From an optimization exercise on the open Yosys and OpenROAD flow, aimed at small area, a short achievable clock period and few clock cycles; shortcuts taken in it are not production practice.
No run shown here included a check of the RTL's function; only the layout flow was run.
Power is estimated from default activity; no workload was simulated.

==> design/flow/design.v <==
module SME(clk,reset,chardata,isstring,ispattern,valid,match,match_index);
  input clk;
  input reset;
  input [7:0] chardata;
  input isstring;
  input ispattern;
  output match;
  output [4:0] match_index;
  output valid;
  reg match;
  reg [4:0] match_index;
  reg valid;
  reg [7:0] s [0:31];        
  reg [5:0] len;             
  reg       prev_str;        
  reg        v_r;            
  reg [32:-1] D;             
  reg [4:0]  off;            
  reg        star_seen;      
  reg [4:0]  start0;         
  integer k, j;
  wire newstr = isstring & ~prev_str;
  always @(posedge clk) begin
    if (isstring) begin
      for (k = 0; k < 31; k = k + 1) s[k] <= s[k+1];
      s[31] <= chardata;
      len <= newstr ? 6'd1 : len + 6'd1;
    end
  end
  reg [31:0] occ, spo;
  always @(*)
    for (k = 0; k < 32; k = k + 1) begin
      occ[k] = ({1'b0, k[5:0]} + {1'b0, len}) >= 7'd32;
      spo[k] = (s[k] == 8'h20) | ~occ[k];
    end
  always @(posedge clk or posedge reset) begin
    if (reset) begin
      prev_str <= 1'b0;
      v_r <= 1'b0;
      valid <= 1'b0;
    end else begin
      prev_str <= isstring;
      v_r <= ispattern;
      valid <= v_r & ~ispattern;
    end
  end
  reg [15:0] a2; reg [7:0] a4; reg [3:0] a8; reg [1:0] a16;
  reg [0:0] i1 [0:15]; reg [1:0] i2 [0:7]; reg [2:0] i3 [0:3]; reg [3:0] i4 [0:1];
  reg [4:0] lo;
  always @(*) begin
    for (k = 0; k < 16; k = k + 1) begin
      a2[k] = D[2*k] | D[2*k+1];
      i1[k] = ~D[2*k];
    end
    for (k = 0; k < 8; k = k + 1) begin
      a4[k] = a2[2*k] | a2[2*k+1];
      i2[k] = a2[2*k] ? {1'b0, i1[2*k]} : {1'b1, i1[2*k+1]};
    end
    for (k = 0; k < 4; k = k + 1) begin
      a8[k] = a4[2*k] | a4[2*k+1];
      i3[k] = a4[2*k] ? {1'b0, i2[2*k]} : {1'b1, i2[2*k+1]};
    end
    for (k = 0; k < 2; k = k + 1) begin
      a16[k] = a8[2*k] | a8[2*k+1];
      i4[k] = a8[2*k] ? {1'b0, i3[2*k]} : {1'b1, i3[2*k+1]};
    end
    lo = a16[0] ? {1'b0, i4[0]} : (a16[1] ? {1'b1, i4[1]} : 5'd0);
  end
  wire [4:0] idx_now = lo + off;    
  wire is_dot  = (chardata == ".");
  wire is_dol  = (chardata == "$");
  wire is_star = (chardata == "*");
  wire is_car  = (chardata == "^");
  wire lit   = ~(is_dot | is_dol | is_star | is_car);
  wire spc   = is_dol | is_car;           
  wire shift = ~(is_dol | is_star);       
  wire first = ispattern & ~v_r;          
  reg [32:-1] Dc, Dn;
  reg [32:0] pre [0:6];
  reg [31:0] eq, X;
  always @(*) begin
    if (first) Dc = is_car ? {2'b0, occ} : {1'b0, occ, 1'b0};
    else       Dc = D;
    for (k = 0; k < 32; k = k + 1) eq[k] = (s[k] == chardata);
    pre[0] = Dc[32:0];
    for (j = 0; j < 6; j = j + 1)
      for (k = 0; k < 33; k = k + 1)
        pre[j+1][k] = ((k >> j) & 1) ? (pre[j][k] | pre[j][((k >> j) << j) - 1]) : pre[j][k];
    for (k = 0; k < 32; k = k + 1)
      X[k] = Dc[k] & ((eq[k] & lit) | is_dot | (spc & spo[k]));
    if (is_star)    Dn = {pre[6], 1'b0};
    else if (shift) Dn = {X, Dc[-1], 1'b0};
    else            Dn = {Dc[32], X, 1'b0};
  end
  always @(posedge clk) begin
    D <= Dn;
    off <= (first ? len[4:0] + {4'd0, is_car} : off) - {4'd0, shift};
    star_seen <= (star_seen & ~first) | is_star;
    if (is_star) start0 <= first ? 5'd0 : idx_now;
    match <= |D[32:0];
    match_index <= star_seen ? start0 : idx_now;
  end
endmodule
==> design/flow/run.sh <==
#!/bin/bash
# synth_recipe.tcl (not shown) runs the flow's synth.tcl, then flattens the netlist and writes it again
# the make line also repeats each setting of config.mk as NAME=value (left out here)
make -C /OpenROAD-flow-scripts/flow DESIGN_CONFIG=/design/flow/config.mk WORK_HOME=/design/flow/orfs CLKGATE_MAP_FILE= SYNTH_SCRIPT=/design/flow/synth_recipe.tcl finish
==> design/flow/config.mk <==
export PLATFORM = sky130hd
export DESIGN_NAME = SME
export DESIGN_NICKNAME = SME
export VERILOG_FILES = /design/flow/design.v
export SDC_FILE = /design/flow/constraint.sdc
export NUM_CORES = 4
export LEC_CHECK = 0
export ABC_CLOCK_PERIOD_IN_PS = 2800
export CAP_MARGIN = 20
export CORE_MARGIN = 2
export CORE_UTILIZATION = 40
export CTS_BUF_LIST = sky130_fd_sc_hd__clkbuf_16
export CTS_CLUSTER_DIAMETER = 80
export CTS_CLUSTER_SIZE = 25
export SETUP_SLACK_MARGIN = 3.4
export SLEW_MARGIN = 20
==> design/flow/constraint.sdc <==
create_clock -name core_clock -period 6.2 [get_ports {clk}]
set_input_delay 1.2400 -clock core_clock [delete_from_list [all_inputs] [get_ports {clk}]]
set_output_delay 1.2400 -clock core_clock [all_outputs]
set_load 0.01 [all_outputs]
==> results.ini, run 1 <==
[logic_synthesis]
synth_flop_cell=edfxtp_1
synth_cell_types=79
avgSynthCellArea_um2=11.5
ys_top_cells_by_area=edfxtp_1 50%, xnor2_1 8.3%, xor2_1 6.4%
synth_top_area_share_pct=49.7
synthCells=1398
ys_ff_latch=315
async_flop_share_pct=0.952
syn_area_um2=16100
ys_seq_area_share_pct=55.8
synth_largest_area_cell=edfxtp_1
synth_edf_count=267
yosys_warnings=7
synth_fp_nets=1421

[route]
dr.first_iter.drc_count=1677
drtPass1Iterations=8
routed_wl_um=48700
drt-wirelength-per-cell_um=24.3
vias=12212
route.detailed.drc=0
ant_nets=0
avgViaCountPerCell=6.09

[sta]
slew_viol_final=0
setup_tns_ns=0
max-slew-margin-rel_pct=29.8
whs_ns=0.476
final_hold_viol_count=0
rsz0062_at_grt=yes
skew_ns=0.0210
period_needed_ns=3.19
setup_viol=0
post-route-period-util_pct=51.5
worst_slew_pin_slew_ns=1.03
clock.fmax_ghz=0.313

[floorplanning]
pin_count=19
core_region_area_um2=39700
rows=73
fp.dieH_um=205
die_w_um=205
initial_utilization_pct=40.6
die-area_um2=41900

[cts]
cts_tree=built
clock_latency_ns=0.54
cts_buffers=19
htreeDepth=1
clk_pin_slew_ns=0.09
clock_path_buffers=3
hold_buffers=0
cts.sinks=315
clock-root-buffer=clkbuf_16

[worst_setup_path]
crit_path_end_kind=flip-flop
cp.required_ns=6.61
crit_arrival_ns=3.61
r2r_cells=13
rrSetupSlack_ns=3.04
path_max_fanout=5
crit_type=primary input to flip-flop
worstSetupStartpointType=primary input

[global_route]
antenna_found_initial=0
grt_max_degree=136
grt_overflow=0
first_global_vias=11756
grt_pass1_wl_um=71600
track_usage_pct=22.6

[power_and_ir_drop]
power_mw=4.79
leakagePower_nw=6.50
power_density_nw_per_um2=248
irDropWorstVdd_v=0.000142

[final_layout]
area_delta_synth_final_pct=19.8
stdcell_count=2004
n_antenna_cell=0
drive_gt1_share_pct=18.0
layout.nets=1489

[hold_path]
hp-class=flip-flop to flip-flop
min_path_cells=2

[run]
max_cap_viol_count=0

[place]
port_buffers=18
dpl.hpwl_um=26200
gp_congestion=0.888
place_inst=1873

[outcome]
outcome=finished clean

-- critical path, cell delays in order --
cell      delay (ns)
clkbuf_4        0.17
buf_12          0.14
nand4b_1        0.13
or4_4           0.53
a211oi_4        0.26
a2bb2o_4        0.25
nor4_4          0.14
buf_6           0.17
nand2_8         0.08
buf_12          0.13
a211oi_4        0.25
o22ai_1         0.11
-- cell usage after synthesis (all sizes together), types with 4 or more instances --
cell and number:
a21o 5, nand2 81, mux2i 7, o211ai 15
o31ai 8, or3 8, clkbuf 45, nand4 44
a31oi 20, o21a 5, o21ai 77, nand3 28
xnor2 152, nor2 66, o221ai 8, and4b 6
a221oi 4, nor4b 31, and2 8, a22oi 5
nand2b 7, nor2b 8, mux2 6, edfxtp 267
buf 43, inv 19, or4 5, or2 5
nor3 27, ha 10, nor4 76, o311ai 4
xor2 118, a211oi 11, a221o 5, a21oi 70
dfxtp 45
-- per-layer routing --
layer  global-route usage, %  part of all wire [%]
met2                    35.3                    45
met1                    30.6                    42
met4                    8.46                   4.1
met3                    5.11                   9.7
met5                       0                     0
-- cells in the final DEF, fill, tap and decap left out, drive strengths merged, types with 6 or more instances in the layout --
cell type,Yosys,layout
inv,19,32
o21ai,77,77
clkdlybuf4s50,0,8
nand3,28,28
nor3,27,27
ha,10,10
nor2b,8,9
bufbuf,0,7
mux2,6,6
o211ai,15,15
nand4,44,44
xnor2,152,152
and2,8,8
a211oi,11,11
xor2,118,118
nand2b,7,7
and4b,6,6
or4,5,6
clkbuf,45,24
a21oi,70,70
mux2i,7,7
dfxtp,45,45
a31oi,20,20
or3,8,8
nor4,76,76
o221ai,8,8
nand2,81,83
nor2,66,66
o31ai,8,8
nor4b,31,31
edfxtp,267,267
buf,43,108
-- final timing paths --
check	start	endpoint
min reg2reg	start0[3]	match_index[3]
max	chardata[1]	D[19]
min in group asynchronous	reset	valid
max in group asynchronous	reset	prev_str
min	start0[3]	match_index[3]
max reg2reg	len[1]	D[19]
-- area by class of cell --
class / instances / area, µm²
flip-flops and latches: 315 / 9000
repair buffers: 128 / 1510
fillers: 3446 / 20400
clock inverters: 15 / 151
multi-input cells: 980 / 7370
inverters: 19 / 108
well taps: 525 / 657
repair inverters: 3 / 41.3
clock buffers: 19 / 475
-- power breakdown --
group / internal [mW] / total [mW] / switching, mW
Clock: 0.637 / 1.40 / 0.761
Sequential: 2.46 / 2.58 / 0.118
Combinational: 0.367 / 0.818 / 0.450
-- logic make-up (layout without fill, tap and decap cells) --
family	after synthesis	in the layout	synth area share [%]
fa+ha+maj	11	11	0.900
xor+xnor	270	270	14.7
flops	315	315	55.8
compound gates	269	269	10.7
simple gates	413	417	14.4
buf+inv	107	184	2.69
mux	13	13	0.854
-- flip-flops by register name, indices dropped and copies added (netlist names) --
name	cells
match_index	5
s	256
v_r	1
star_seen	1
start0	5
prev_str	1
off	5
match	1
len	6
valid	1
D	33
-- what timing repair did --
item / 4_1_cts / 5_1_grt
pin swaps: 29 / 29
endpoints found under the setup margin: 51 / 48
setup buffers: 54 / 28
cloned: 12 / 3
resized for setup: 108 / 71
-- metrics by stage --
step	setup WS, ns	instance area, µm²	utilization [%]
after floorplan	2.78	16400	-
after global placement	1.38	16900	42.5
after detailed placement	1.38	16900	42.5
after CTS	2.89	18700	47.2
after global routing	2.89	19300	48.6
final	3.01	19300	48.6
==> run 2: changes to the inputs <==
==> design/flow/flow/run.sh (new file) <==
#!/bin/bash
# The standard layout (standard.sh, unchanged synthesis and steps), with the
# port buffers made of buf_4 cells instead of the slow delay buffers that
# buffer_ports picks on its own.
set -euo pipefail
echo 'export BUFFER_PORTS_ARGS = -buffer_cell sky130_fd_sc_hd__buf_4' >> config.mk
bash standard.sh > standard.log 2>&1
==> design/flow/standard.sh (new file) <==
#!/bin/bash
# synth_recipe.tcl (not shown) runs the flow's synth.tcl, then flattens the netlist and writes it again
# the make line also repeats each setting of config.mk as NAME=value (left out here)
make -C /OpenROAD-flow-scripts/flow DESIGN_CONFIG=/design/flow/config.mk WORK_HOME=/design/flow/orfs CLKGATE_MAP_FILE= SYNTH_SCRIPT=/design/flow/synth_recipe.tcl "${@:-finish}"
--- a/design/flow/config.mk
+++ b/design/flow/config.mk
@@ -14,3 +14,4 @@
 export CTS_CLUSTER_SIZE = 25
 export SETUP_SLACK_MARGIN = 3.4
 export SLEW_MARGIN = 20
+export BUFFER_PORTS_ARGS = -buffer_cell sky130_fd_sc_hd__buf_4
removed: design/flow/run.sh
==> run 2 against run 1 <==
Still clean. Die area unchanged. Count of clock-buffer cells in the layout decreased by 2. Critical path depth decreased by 1. Critical path type unchanged.
==> results.ini, run 2 <==
[sta]
post-route-period-util_pct=52.6  ; +1.1 points
skew_ns=0.0143  ; -0.00668 ns
setup_tns_ns=0  ; unchanged
slew_viol_final=0  ; unchanged
worst_slew_pin_slew_ns=1.14  ; +0.115 ns
rsz0062_at_grt=yes
max-slew-margin-rel_pct=23.7  ; -6.1 points
clock.fmax_ghz=0.307  ; -2.0%
final.setup.worst_slack_ns=2.94  ; -0.0653 ns
setup_viol=0  ; unchanged
period_needed_ns=3.26  ; +0.0653 ns
final_hold_viol_count=0  ; unchanged
whs_ns=0.463  ; -0.0134 ns

[worst_setup_path]
critPathMaxStageDelay_ns=0.52  ; about the same
path_max_fanout=5  ; unchanged
cp.required_ns=6.59  ; -0.02 ns
cp_num_buf_inv=3  ; -1
worstSetupStartpointType=primary input
cpLargestDelayFamily=simple AND/OR/NAND/NOR gates
crit_arrival_ns=3.65  ; +0.04 ns
crit_chain=buf_16 > buf_16 > nand4bb_4 > or4_4 > a211oi_4 > a2bb2o_4 > nor4_4 > nand2_2 > buf_6 > a211oi_4 > o211ai_1
cpMaxStageDelayCell=or4_4
crit_type=primary input to flip-flop
crit_path_end_kind=flip-flop

[final_layout]
top_register=s
final_common_cell=edfxtp_1
n_antenna_cell=0  ; unchanged
final_cell_mix=267 x edfxtp_1, 152 x xnor2_1, 118 x xor2_1
largest_reg_flops=256  ; unchanged
multi_input_area_um2=7400  ; +0.37%
area_delta_synth_final_pct=19.1
layout.nets=1486  ; -0.20%
final-seq-area_um2=9000  ; unchanged
drive_gt1_share_pct=19.1  ; +1.1 points
stdcell_count=1998  ; -0.30%
n_fill_cell=3477  ; +0.90%
top_regs=s x256, D x33, len x6

[route]
routed_wl_um=48400  ; -0.53%
route.detailed.drc=0  ; unchanged
avgViaCountPerCell=6.13  ; +0.67%
wl_met3_um=4130  ; -13%
dr.first_iter.drc_count=1479  ; -12%
drtPass1Iterations=6  ; -2
highest_layer=met5
vias=12257  ; +0.37%
met2_length_um=21400  ; -1.8%
drt-met1-wl_um=20900  ; +3.5%
drt-wirelength-per-cell_um=24.2  ; -0.23%
ant_nets=0  ; unchanged

[floorplanning]
die_w_um=205  ; unchanged
rows=73  ; unchanged
core_region_area_um2=39700  ; unchanged
die-area_um2=41900  ; unchanged
fp.dieH_um=205  ; unchanged
initial_utilization_pct=40.6  ; unchanged
pin_count=19  ; unchanged

[cts]
hold_buffers=0  ; unchanged
clock_path_buffers=3  ; unchanged
clock_latency_ns=0.52  ; -0.02 ns
cts.sinks=315  ; unchanged
htreeDepth=1  ; unchanged
cts_tree=built
clock-root-buffer=clkbuf_16
clk_pin_slew_ns=0.10  ; about the same
cts_buffers=17  ; -2

[hold_path]
hp-class=flip-flop to flip-flop

[logic_synthesis]
ys_top_cells_by_count=267 x edfxtp_1, 152 x xnor2_1, 118 x xor2_1, 80 x nand2_1, 75 x nor4_1
synth_cell_types=79  ; unchanged
ys_top_cells_by_area=edfxtp_1 50%, xnor2_1 8.3%, xor2_1 6.4%
synth_fp_nets=1421  ; unchanged
synth_top_area_share_pct=49.7  ; unchanged
synth_edf_count=267  ; unchanged
ys_ff_latch=315  ; unchanged
async_flop_share_pct=0.952  ; unchanged
ys_seq_area_share_pct=55.8  ; unchanged
synth.most_common_cell=edfxtp_1
synth_largest_area_cell=edfxtp_1
avgSynthCellArea_um2=11.5  ; unchanged
yosys_warnings=7  ; unchanged
syn_area_um2=16100  ; unchanged
synth_flop_cell=edfxtp_1
synthCells=1398  ; unchanged

[outcome]
outcome=finished clean

[global_route]
first_global_vias=11529  ; -1.9%
grt_overflow=0  ; unchanged
grt_pass1_wl_um=71100  ; -0.62%
antenna_found_initial=0  ; unchanged
grt_max_degree=119  ; -13%
track_usage_pct=22.3  ; -0.26 points

[place]
place_inst=1867  ; -0.32%
gp_congestion=0.874  ; -1.5%
dpl_worst_slack_ns=1.32  ; -0.0571 ns
port_buffers=18  ; unchanged
dpl.hpwl_um=27100  ; +3.4%

[power_and_ir_drop]
irDropWorstVdd_v=0.000145  ; +2.2%
leakagePower_nw=6.43  ; -1.1%
power_mw=4.59  ; -4.2%
power_density_nw_per_um2=239  ; -3.6%

[run]
max_cap_viol_count=0  ; unchanged

-- run 2: cell counts after synthesis --
Identical to the previous run, type by type.
-- run 2: path summary, 6_finish.rpt --
path | start | to | slack [ns] | cells past startpoint
min in group asynchronous | reset | v_r | 0.58 | 2
worst min-delay path | start0[3] | match_index[3] | 0.46 | 2
max in group asynchronous | reset | valid | 5.47 | 2
worst max-delay path | chardata[5] | D[21] | 2.94 | 11
worst max register to register | D[24] | start0[4] | 3.00 | 14
worst min register to register | start0[3] | match_index[3] | 0.46 | 2
-- run 2: power by group --
part	internal, mW	switching [mW]
sequential	2.46	0.121
clock	0.513	0.701
combinational	0.356	0.440
-- run 2: timing repair --
item	4_1_cts	5_1_grt
resized for setup	102	80
buffers inserted	55	34
cloned	10	3
pin swaps	16	57
setup endpoints to repair	51	44
-- run 2: stage by stage --
| step | utilization, % | instance area, µm² |
|---|---|---|
| 2_1_floorplan | - | 16400 |
| 3_3_place_gp | 42.4 | 16800 |
| 3_5_place_dp | 42.4 | 16800 |
| 4_1_cts | 46.6 | 18500 |
| 5_1_grt | 48.3 | 19200 |
| 6_report | 48.3 | 19200 |
-- run 2: routing by layer --
metal  global-route usage (%)  vias to the layer above
li1                         -                     5412
met1                     31.8                     6123
met2                     34.3                      619
met3                     3.34                      101
met4                     8.41                        2
met5                    0.714                        -
-- run 2: cell families (layout without fill, tap and decap cells) --
group | Yosys count | in the layout | synth area share [%]
compound gates | 269 | 269 | 10.7
xor+xnor | 270 | 270 | 14.7
fa+ha+maj | 11 | 11 | 0.900
buf+inv | 107 | 180 | 2.69
flops | 315 | 315 | 55.8
mux | 13 | 13 | 0.854
simple gates | 413 | 415 | 14.4
-- run 2: cell type report --
type,count,area share [%]
sequential,315,46.9
timing repair buffer,130,7.91
clock inverter,12,0.332
inverter,19,0.541
multi-input combinational,978,38.6
tap,525,3.42
clock buffer,17,2.22
timing repair inverter,2,0.130
-- run 2: tightest hold or removal path: cells and delay by family (launching register included) --
kind,cells,cell delay (ns)
DFF,1,0.33
AOI/OAI and AO/OA,1,0.06
and+or+nand+nor,1,0.04

-- separate check: timing with driven ports --
In the flow no input, the clock included, has a driving cell. The finished layouts below were timed again as built, in two steps.
Step 1, drivers: a clkbuf_16 drives clk and a buf_2 each remaining input, both assumed.
Step 2 times the ports against the registers' clock, not the clock port: input delays grow and output delays shrink by t, the midpoint of the rising clock arrivals with the driver on.
Slacks: no drivers / after step 1 / after step 2; pairs: no drivers / after step 1.
run | t, ns | slack for setup (ns) | worst setup path at the end | latest minus earliest clock arrival (ns)
run 1 | 0.587 | 3.007 / 3.022 / 2.435 | input to register | 0.025 / 0.025
run 2 | 0.571 | 2.941 / 2.918 / 2.347 | input to register | 0.015 / 0.016
After both steps every run listed still meets setup and hold. For run 2, which loses most, drivers alone change the setup slack by -0.023 ns; drivers and shift together by -0.594 ns.
